This design comes from an exercise in tuning for small area and a short achievable clock period on the open sky130 flow, not from production work.
Where RTL was checked, it was by simulation tests only, not by an equivalence proof against the original.
The clock port is modelled as an ideal driver, which makes a skipped or thinned clock tree look cheaper than it is; a real chip needs a root buffer or a tree.
Power figures rest on the tool's default switching activity, not on a simulated workload.

Design Router_Top_Level_1x3, start of the top module:
module Router_Top_Level_1x3(clock,resetn,read_enb_0,read_enb_1,read_enb_2,data_in,pkt_valid,data_out_0,data_out_1,data_out_2,valid_out_0,valid_out_1,valid_out_2,error,busy);
For scale: roughly 19,000 µm² of cells after synthesis.
==> module FIFO_Read_Mux, before the edit <==
module FIFO_Read_Mux(input [127:0] d, input [3:0] sel, output [7:0] q);
wire [15:0] s;
FIFO_Dec16 dec(.a(sel), .y(s));
genvar b;
generate
    for (b = 0; b < 8; b = b + 1) begin : bit_
        wire lo, hi;
        FIFO_AO8 g_lo(.s(s[7:0]),
                      .d({d[8*7+b], d[8*6+b], d[8*5+b], d[8*4+b], d[8*3+b], d[8*2+b], d[8*1+b], d[8*0+b]}),
                      .y(lo));
        FIFO_AO8 g_hi(.s(s[15:8]),
                      .d({d[8*15+b], d[8*14+b], d[8*13+b], d[8*12+b], d[8*11+b], d[8*10+b], d[8*9+b], d[8*8+b]}),
                      .y(hi));
        assign q[b] = lo || hi;
    end
endgenerate
endmodule
==> module FIFO_AO8, before the edit <==
module FIFO_AO8(input [7:0] s, input [7:0] d, output y);
assign y = |(s & d);
endmodule
==> module FIFO_Dec16, before the edit <==
module FIFO_Dec16(input [3:0] a, output [15:0] y);
wire [3:0] lo_n, hi_n;
FIFO_Dec4n dec_lo(.a(a[1:0]), .y_n(lo_n));
FIFO_Dec4n dec_hi(.a(a[3:2]), .y_n(hi_n));
genvar k;
generate
    for (k = 0; k < 16; k = k + 1) begin : out_
        assign y[k] = !(lo_n[k % 4] || hi_n[k / 4]);
    end
endgenerate
endmodule
==> module FIFO_Dec4n, before the edit <==
module FIFO_Dec4n(input [1:0] a, output [3:0] y_n);
assign y_n = ~(4'd1 << a);
endmodule
==> flow/config.mk <==
export PLATFORM = sky130hd
export DESIGN_NAME = Router_Top_Level_1x3
export DESIGN_NICKNAME = Router_Top_Level_1x3
export VERILOG_FILES = /design/flow/design.v
export SDC_FILE = /design/flow/constraint.sdc
export NUM_CORES = 4
export LEC_CHECK = 0
export CAP_MARGIN = 20
export CORE_MARGIN = 2
export CORE_UTILIZATION = 55
export PLACE_DENSITY = 0.65
export SETUP_SLACK_MARGIN = 3.25
export SLEW_MARGIN = 20
export SYNTH_HIERARCHICAL = 1
export SYNTH_MINIMUM_KEEP_SIZE = 0
==> flow/constraint.sdc <==
create_clock -name core_clock -period 5.0 [get_ports {clock}]
set_input_delay 1.0000 -clock core_clock [delete_from_list [all_inputs] [get_ports {clock}]]
set_output_delay 1.0000 -clock core_clock [all_outputs]
set_load 0.01 [all_outputs]
standard.sh (not shown) runs the stock make flow with config.mk's settings and CLKGATE_MAP_FILE= SYNTH_SCRIPT=/design/flow/synth_recipe.tcl, a recipe that flattens the netlist after the stock synthesis.
==> flow/flow/run.sh <==
#!/bin/bash
# Standard ORFS layout, except that the clock tree is a hand-built two-level
# inverter tree (flow/cts_hook.tcl) instead of TritonCTS's buffer H-tree, and
# the port buffers start as buf_4 instead of the smallest buffer.
set -euo pipefail
work=$(pwd)
bash standard.sh PRE_CTS_TCL="$work/flow/cts_hook.tcl" \
  BUFFER_PORTS_ARGS="-buffer_cell sky130_fd_sc_hd__buf_4" finish > "$work/standard.log" 2>&1
Other scripts of this flow, unchanged in this note and not shown: flow/flow/cts_hook.tcl
==> next run, changes <==
--- a/flow/design.v
+++ b/flow/design.v
@@ -39,42 +39,11 @@
     valid <= !clr && (wr || (valid && !(read_enb && last == 4'd0)));
     full  <= full_next;
 end
 endmodule
 module FIFO_Read_Mux(input [127:0] d, input [3:0] sel, output [7:0] q);
-wire [15:0] s;
-FIFO_Dec16 dec(.a(sel), .y(s));
-genvar b;
-generate
-    for (b = 0; b < 8; b = b + 1) begin : bit_
-        wire lo, hi;
-        FIFO_AO8 g_lo(.s(s[7:0]),
-                      .d({d[8*7+b], d[8*6+b], d[8*5+b], d[8*4+b], d[8*3+b], d[8*2+b], d[8*1+b], d[8*0+b]}),
-                      .y(lo));
-        FIFO_AO8 g_hi(.s(s[15:8]),
-                      .d({d[8*15+b], d[8*14+b], d[8*13+b], d[8*12+b], d[8*11+b], d[8*10+b], d[8*9+b], d[8*8+b]}),
-                      .y(hi));
-        assign q[b] = lo || hi;
-    end
-endgenerate
-endmodule
-module FIFO_AO8(input [7:0] s, input [7:0] d, output y);
-assign y = |(s & d);
-endmodule
-module FIFO_Dec16(input [3:0] a, output [15:0] y);
-wire [3:0] lo_n, hi_n;
-FIFO_Dec4n dec_lo(.a(a[1:0]), .y_n(lo_n));
-FIFO_Dec4n dec_hi(.a(a[3:2]), .y_n(hi_n));
-genvar k;
-generate
-    for (k = 0; k < 16; k = k + 1) begin : out_
-        assign y[k] = !(lo_n[k % 4] || hi_n[k / 4]);
-    end
-endgenerate
-endmodule
-module FIFO_Dec4n(input [1:0] a, output [3:0] y_n);
-assign y_n = ~(4'd1 << a);
+assign q = d[8*sel +: 8];
 endmodule
 module FIFO_Pick4(input clr, input sel, input [3:0] a, input [3:0] b, output [3:0] q);
 assign q = clr ? 4'd0 : sel ? a : b;
 endmodule
 `timescale 1ns / 1ps
What happened: Core utilization shrinks by 0.85 points. First-iteration DRC count went down by 7.3%. Hold slack loses 0.0071 ns. Register-to-register slack gets worse by 0.02 ns. Design area went up by 2.6%. Sequential share of layout area came out lower by 1.9 points. Clock skew barely changes. Combinational power increases by 19%. Fmax barely changes. Power hardly moves.
No run of this note takes its clock network from TritonCTS; it comes from the design's own scripts or RTL.


== run Z ==
Router_Top_Level_1x3, a different RTL version from the one above (not shown whole).
For scale: ~1200 cells after synthesis, about 43 I/O pins, ~19000 µm² of cells after synthesis.
==> module FIFO_Project, before the edit <==
module FIFO_Project(clk, resetn, soft_reset, read_enb, write_enb, data_in,
                    data_out, valid, full);
input clk, resetn, soft_reset, read_enb, write_enb;
input [7:0] data_in;
output reg [7:0] data_out;
output reg valid;    
output reg full;
reg [7:0] fifo [0:15];
reg [3:0] last;      
wire clr = !resetn || soft_reset;
wire wr  = write_enb && !full;
wire rd  = read_enb && valid;
integer k;
always @(posedge clk)
    if (wr) begin
        fifo[0] <= data_in;
        for (k = 1; k < 16; k = k + 1)
            fifo[k] <= fifo[k - 1];
    end
wire [7:0] rdata;
FIFO_Read_Mux read_mux(.d({fifo[15], fifo[14], fifo[13], fifo[12], fifo[11], fifo[10], fifo[9], fifo[8],
                          fifo[7], fifo[6], fifo[5], fifo[4], fifo[3], fifo[2], fifo[1], fifo[0]}),
                       .sel(last), .q(rdata));
always @(posedge clk)
    if (clr)
        data_out <= 8'd0;
    else if (rd)
        data_out <= rdata;
wire [3:0] last_rd   = wr ? last : (last == 4'd0 ? 4'd0 : last - 4'd1);
wire [3:0] last_nord = (wr && valid) ? last + 4'd1 : last;
wire [3:0] last_next;
FIFO_Pick4 pick_last(.clr(clr), .sel(read_enb && valid), .a(last_rd), .b(last_nord), .q(last_next));
always @(posedge clk)
    last <= last_next;
wire full_next = !clr && !(read_enb && valid) && (wr ? (valid && last == 4'd14) : full);
always @(posedge clk) begin
    valid <= !clr && (wr || (valid && !(read_enb && last == 4'd0)));
    full  <= full_next;
end
endmodule
==> module FSM_Project, before the edit <==
module FSM_Project(clk, resetn, soft_reset, pkt_valid, addr_in, empty_in,
                   fifo_full, parity_done, low_pkt_valid, addr,
                   detect_add, lfd_state, ld_state, lp_state, cpe_state,
                   full_state, laf_state, busy, write_enb);
input clk, resetn, soft_reset, pkt_valid;
input [1:0] addr_in;
input [2:0] empty_in;
input fifo_full, parity_done, low_pkt_valid;
output reg [2:0] addr;        
output detect_add, lfd_state, ld_state, lp_state, cpe_state, full_state, laf_state;
output reg busy;
output reg [2:0] write_enb;    
reg s_da, s_lfd, s_ld, s_lp, s_cpe, s_ffs, s_laf, s_wte;
wire [3:0] empty4 = {1'b0, empty_in};
wire hdr_ok     = pkt_valid && (addr_in != 2'd3);
wire hdr_empty  = empty4[addr_in];
wire addr_empty = |(addr & empty_in);
wire clr = !resetn || soft_reset;
wire n_da  = clr || (s_da && !hdr_ok) || (s_cpe && !fifo_full) || (s_laf && parity_done);
wire n_lfd = !clr && ((s_da && hdr_ok && hdr_empty) || (s_wte && addr_empty));
wire n_wte = !clr && ((s_da && hdr_ok && !hdr_empty) || (s_wte && !addr_empty));
wire n_ld  = !clr && (s_lfd || (s_ld && !fifo_full && pkt_valid) ||
                      (s_laf && !parity_done && !low_pkt_valid));
wire n_lp  = !clr && ((s_ld && !fifo_full && !pkt_valid) ||
                      (s_laf && !parity_done && low_pkt_valid));
wire n_cpe = !clr && s_lp;
wire n_ffs = !clr && ((s_ld || s_cpe || s_ffs) && fifo_full);
wire n_laf = !clr && s_ffs && !fifo_full;
wire n_busy = !clr && ((s_da && hdr_ok) || (s_ld && (fifo_full || !pkt_valid)) ||
                       s_lp || s_ffs || s_wte || (s_cpe && fifo_full) ||
                       (s_laf && !parity_done && low_pkt_valid));
wire [2:0] n_addr = s_da ? {addr_in == 2'd2, addr_in == 2'd1, addr_in == 2'd0} : addr;
wire n_we = n_ld || n_lp || n_laf;
always @(posedge clk) begin
    s_da  <= n_da;
    s_lfd <= n_lfd;
    s_wte <= n_wte;
    s_ld  <= n_ld;
    s_lp  <= n_lp;
    s_cpe <= n_cpe;
    s_ffs <= n_ffs;
    s_laf <= n_laf;
    busy  <= n_busy;
    write_enb <= {3{n_we}} & addr;
end
always @(posedge clk)
    addr <= n_addr;
assign detect_add = s_da;
assign lfd_state  = s_lfd;
assign ld_state   = s_ld;
assign lp_state   = s_lp;
assign cpe_state  = s_cpe;
assign full_state = s_ffs;
assign laf_state  = s_laf;
endmodule
==> module Router_Top_Level_1x3, before the edit <==
module Router_Top_Level_1x3(clock,resetn,read_enb_0,read_enb_1,read_enb_2,data_in,pkt_valid,data_out_0,data_out_1,data_out_2,valid_out_0,valid_out_1,valid_out_2,error,busy);
input clock,resetn,read_enb_0,read_enb_1,read_enb_2,pkt_valid;
input [7:0] data_in;
output valid_out_0,valid_out_1,valid_out_2,error,busy;
output [7:0] data_out_0,data_out_1,data_out_2;
wire [2:0] soft_reset, valid, full, read_enb;
wire [7:0] reg_out;
wire [2:0] addr;
wire detect_add, lfd_state, ld_state, lp_state, cpe_state, full_state, laf_state;
wire parity_done, low_pkt_valid;
assign read_enb = {read_enb_2, read_enb_1, read_enb_0};
assign valid_out_0 = valid[0];
assign valid_out_1 = valid[1];
assign valid_out_2 = valid[2];
wire fifo_full = |(addr & full);
wire [2:0] write_enb;
FIFO_Project fifo_0(.clk(clock), .resetn(resetn), .soft_reset(soft_reset[0]),
                    .read_enb(read_enb_0), .write_enb(write_enb[0]), .data_in(reg_out),
                    .data_out(data_out_0), .valid(valid[0]), .full(full[0]));
FIFO_Project fifo_1(.clk(clock), .resetn(resetn), .soft_reset(soft_reset[1]),
                    .read_enb(read_enb_1), .write_enb(write_enb[1]), .data_in(reg_out),
                    .data_out(data_out_1), .valid(valid[1]), .full(full[1]));
FIFO_Project fifo_2(.clk(clock), .resetn(resetn), .soft_reset(soft_reset[2]),
                    .read_enb(read_enb_2), .write_enb(write_enb[2]), .data_in(reg_out),
                    .data_out(data_out_2), .valid(valid[2]), .full(full[2]));
Synchronizer_Project sync_0(.clk(clock), .resetn(resetn), .valid(valid[0]),
                            .read_enb(read_enb_0), .soft_reset(soft_reset[0]));
Synchronizer_Project sync_1(.clk(clock), .resetn(resetn), .valid(valid[1]),
                            .read_enb(read_enb_1), .soft_reset(soft_reset[1]));
Synchronizer_Project sync_2(.clk(clock), .resetn(resetn), .valid(valid[2]),
                            .read_enb(read_enb_2), .soft_reset(soft_reset[2]));
FSM_Project fsm0(.clk(clock), .resetn(resetn), .soft_reset(|soft_reset),
                 .pkt_valid(pkt_valid), .addr_in(data_in[1:0]), .empty_in(~valid),
                 .fifo_full(fifo_full), .parity_done(parity_done), .low_pkt_valid(low_pkt_valid),
                 .addr(addr), .detect_add(detect_add), .lfd_state(lfd_state), .ld_state(ld_state),
                 .lp_state(lp_state), .cpe_state(cpe_state), .full_state(full_state),
                 .laf_state(laf_state), .busy(busy), .write_enb(write_enb));
Register_Project register(.clk(clock), .resetn(resetn), .pkt_valid(pkt_valid), .data_in(data_in),
                          .fifo_full(fifo_full), .detect_add(detect_add), .ld_state(ld_state),
                          .laf_state(laf_state), .lfd_state(lfd_state), .cpe_state(cpe_state),
                          .err(error), .parity_done(parity_done), .low_pkt_valid(low_pkt_valid),
                          .data_out(reg_out));
endmodule
clock: 5.0 ns
lec_check: 0
cap_margin: 20
core_margin: 2
core_utilization: 55
place_density: 0.65
setup_slack_margin: 3.3
slew_margin: 20
synth_hierarchical: 1
synth_minimum_keep_size: 0
Scripts as last shown in full above: flow/flow/run.sh
Other scripts of this flow, unchanged in this note and not shown: flow/flow/cts_hook.tcl
diff inputs: run Z => run M
--- a/flow/design.v
+++ b/flow/design.v
@@ -1,5 +1,5 @@
 `timescale 1ns / 1ps
 module FIFO_Project(clk, resetn, soft_reset, read_enb, write_enb, data_in,
-                    data_out, valid, full);
+                    data_out, valid, full, full_next);
 input clk, resetn, soft_reset, read_enb, write_enb;
 input [7:0] data_in;
@@ -7,4 +7,5 @@
 output reg valid;    
 output reg full;
+output full_next;
 reg [7:0] fifo [0:15];
 reg [3:0] last;      
@@ -34,5 +35,5 @@
 always @(posedge clk)
     last <= last_next;
-wire full_next = !clr && !(read_enb && valid) && (wr ? (valid && last == 4'd14) : full);
+assign full_next = !clr && !(read_enb && valid) && (wr ? (valid && last == 4'd14) : full);
 always @(posedge clk) begin
     valid <= !clr && (wr || (valid && !(read_enb && last == 4'd0)));
@@ -103,5 +104,5 @@
 input [2:0] empty_in;
 input fifo_full, parity_done, low_pkt_valid;
-output reg [2:0] addr;        
+output reg [1:0] addr;
 output detect_add, lfd_state, ld_state, lp_state, cpe_state, full_state, laf_state;
 output reg busy;
@@ -111,5 +112,5 @@
 wire hdr_ok     = pkt_valid && (addr_in != 2'd3);
 wire hdr_empty  = empty4[addr_in];
-wire addr_empty = |(addr & empty_in);
+wire addr_empty = empty4[addr];
 wire clr = !resetn || soft_reset;
 wire n_da  = clr || (s_da && !hdr_ok) || (s_cpe && !fifo_full) || (s_laf && parity_done);
@@ -126,5 +127,5 @@
                        s_lp || s_ffs || s_wte || (s_cpe && fifo_full) ||
                        (s_laf && !parity_done && low_pkt_valid));
-wire [2:0] n_addr = s_da ? {addr_in == 2'd2, addr_in == 2'd1, addr_in == 2'd0} : addr;
+wire [1:0] n_addr = s_da ? addr_in : addr;
 wire n_we = n_ld || n_lp || n_laf;
 always @(posedge clk) begin
@@ -138,5 +139,5 @@
     s_laf <= n_laf;
     busy  <= n_busy;
-    write_enb <= {3{n_we}} & addr;
+    write_enb <= {3{n_we}} & {addr == 2'd2, addr == 2'd1, addr == 2'd0};
 end
 always @(posedge clk)
@@ -205,5 +206,5 @@
 wire [2:0] soft_reset, valid, full, read_enb;
 wire [7:0] reg_out;
-wire [2:0] addr;
+wire [1:0] addr;
 wire detect_add, lfd_state, ld_state, lp_state, cpe_state, full_state, laf_state;
 wire parity_done, low_pkt_valid;
@@ -212,15 +213,22 @@
 assign valid_out_1 = valid[1];
 assign valid_out_2 = valid[2];
-wire fifo_full = |(addr & full);
+wire [2:0] full_next;
+wire [3:0] full_next4 = {1'b0, full_next};
+reg fifo_full;
+always @(posedge clock)
+    fifo_full <= full_next4[addr];
 wire [2:0] write_enb;
 FIFO_Project fifo_0(.clk(clock), .resetn(resetn), .soft_reset(soft_reset[0]),
                     .read_enb(read_enb_0), .write_enb(write_enb[0]), .data_in(reg_out),
-                    .data_out(data_out_0), .valid(valid[0]), .full(full[0]));
+                    .data_out(data_out_0), .valid(valid[0]), .full(full[0]),
+                    .full_next(full_next[0]));
 FIFO_Project fifo_1(.clk(clock), .resetn(resetn), .soft_reset(soft_reset[1]),
                     .read_enb(read_enb_1), .write_enb(write_enb[1]), .data_in(reg_out),
-                    .data_out(data_out_1), .valid(valid[1]), .full(full[1]));
+                    .data_out(data_out_1), .valid(valid[1]), .full(full[1]),
+                    .full_next(full_next[1]));
 FIFO_Project fifo_2(.clk(clock), .resetn(resetn), .soft_reset(soft_reset[2]),
                     .read_enb(read_enb_2), .write_enb(write_enb[2]), .data_in(reg_out),
-                    .data_out(data_out_2), .valid(valid[2]), .full(full[2]));
+                    .data_out(data_out_2), .valid(valid[2]), .full(full[2]),
+                    .full_next(full_next[2]));
 Synchronizer_Project sync_0(.clk(clock), .resetn(resetn), .valid(valid[0]),
                             .read_enb(read_enb_0), .soft_reset(soft_reset[0]));
## What came out
Per the final summary, run M finished and its layout is clean on timing, DRC and antenna. The final layout from run Z, which completed every stage, passed the timing, design-rule and antenna checks at the end of the flow. Changes observed in run M relative to run Z: maximum fanout along the worst path went down, fmax has increased, first-pass GRT wire length about even, max-slew headroom at the worst pin went down by 0.30 points. Looking at end point of the critical path, the fsm0.busy result is from run Z; the data_out_2[7] one comes from run M. Synthesized instance count essentially unchanged between run M and run Z. Of the two values seen for beginning of the critical path, pkt_valid was produced by run Z and fifo_2.data_out[7] by run M. Post-route fraction of the period consumed by the critical path for run M is lower than for run Z.
Function not checked in run Z: the RTL went through the layout flow alone. In every run of this note, the design's own scripts or RTL, not TritonCTS, make the clock network.

-- re-timing with driven ports --
The results above use ideal ports. As a check the final layouts listed here were re-extracted and re-timed, cells and wires unchanged. Step 1: set_driving_cell puts a clkbuf_16 on clock and a buf_2 on each other input, an assumption about the parent block. Step 2 times the ports against the registers' clock, not the clock port: input delays grow and output delays shrink by t, the midpoint of the rising clock arrivals with the driver on. a / b / c = no drivers / after step 1 / after step 2; a / b = the first two.
run | t, ns | slack for setup (ns) | hold slack, ns | worst data-port slew with drivers (ns) | pins driven straight from the clock port
the first run of note 1 | 0.431 | 3.271 / 3.036 / 3.061 | 0.452 / 0.452 / 0.452 | 0.05 | 4
the second run of note 1 | 0.419 | 3.276 / 3.045 / 3.094 | 0.445 / 0.445 / 0.445 | 0.04 | 4
run Z | 0.372 | 3.307 / 3.109 / 3.110 | 0.450 / 0.451 / 0.451 | 0.04 | 4
run M | 0.376 | 3.318 / 3.105 / 3.143 | 0.455 / 0.455 / 0.455 | 0.04 | 4
After both steps setup and hold are still met in every run listed. For the first run of note 1, which loses most, drivers alone change the setup slack by -0.235 ns; drivers and shift together by -0.210 ns.
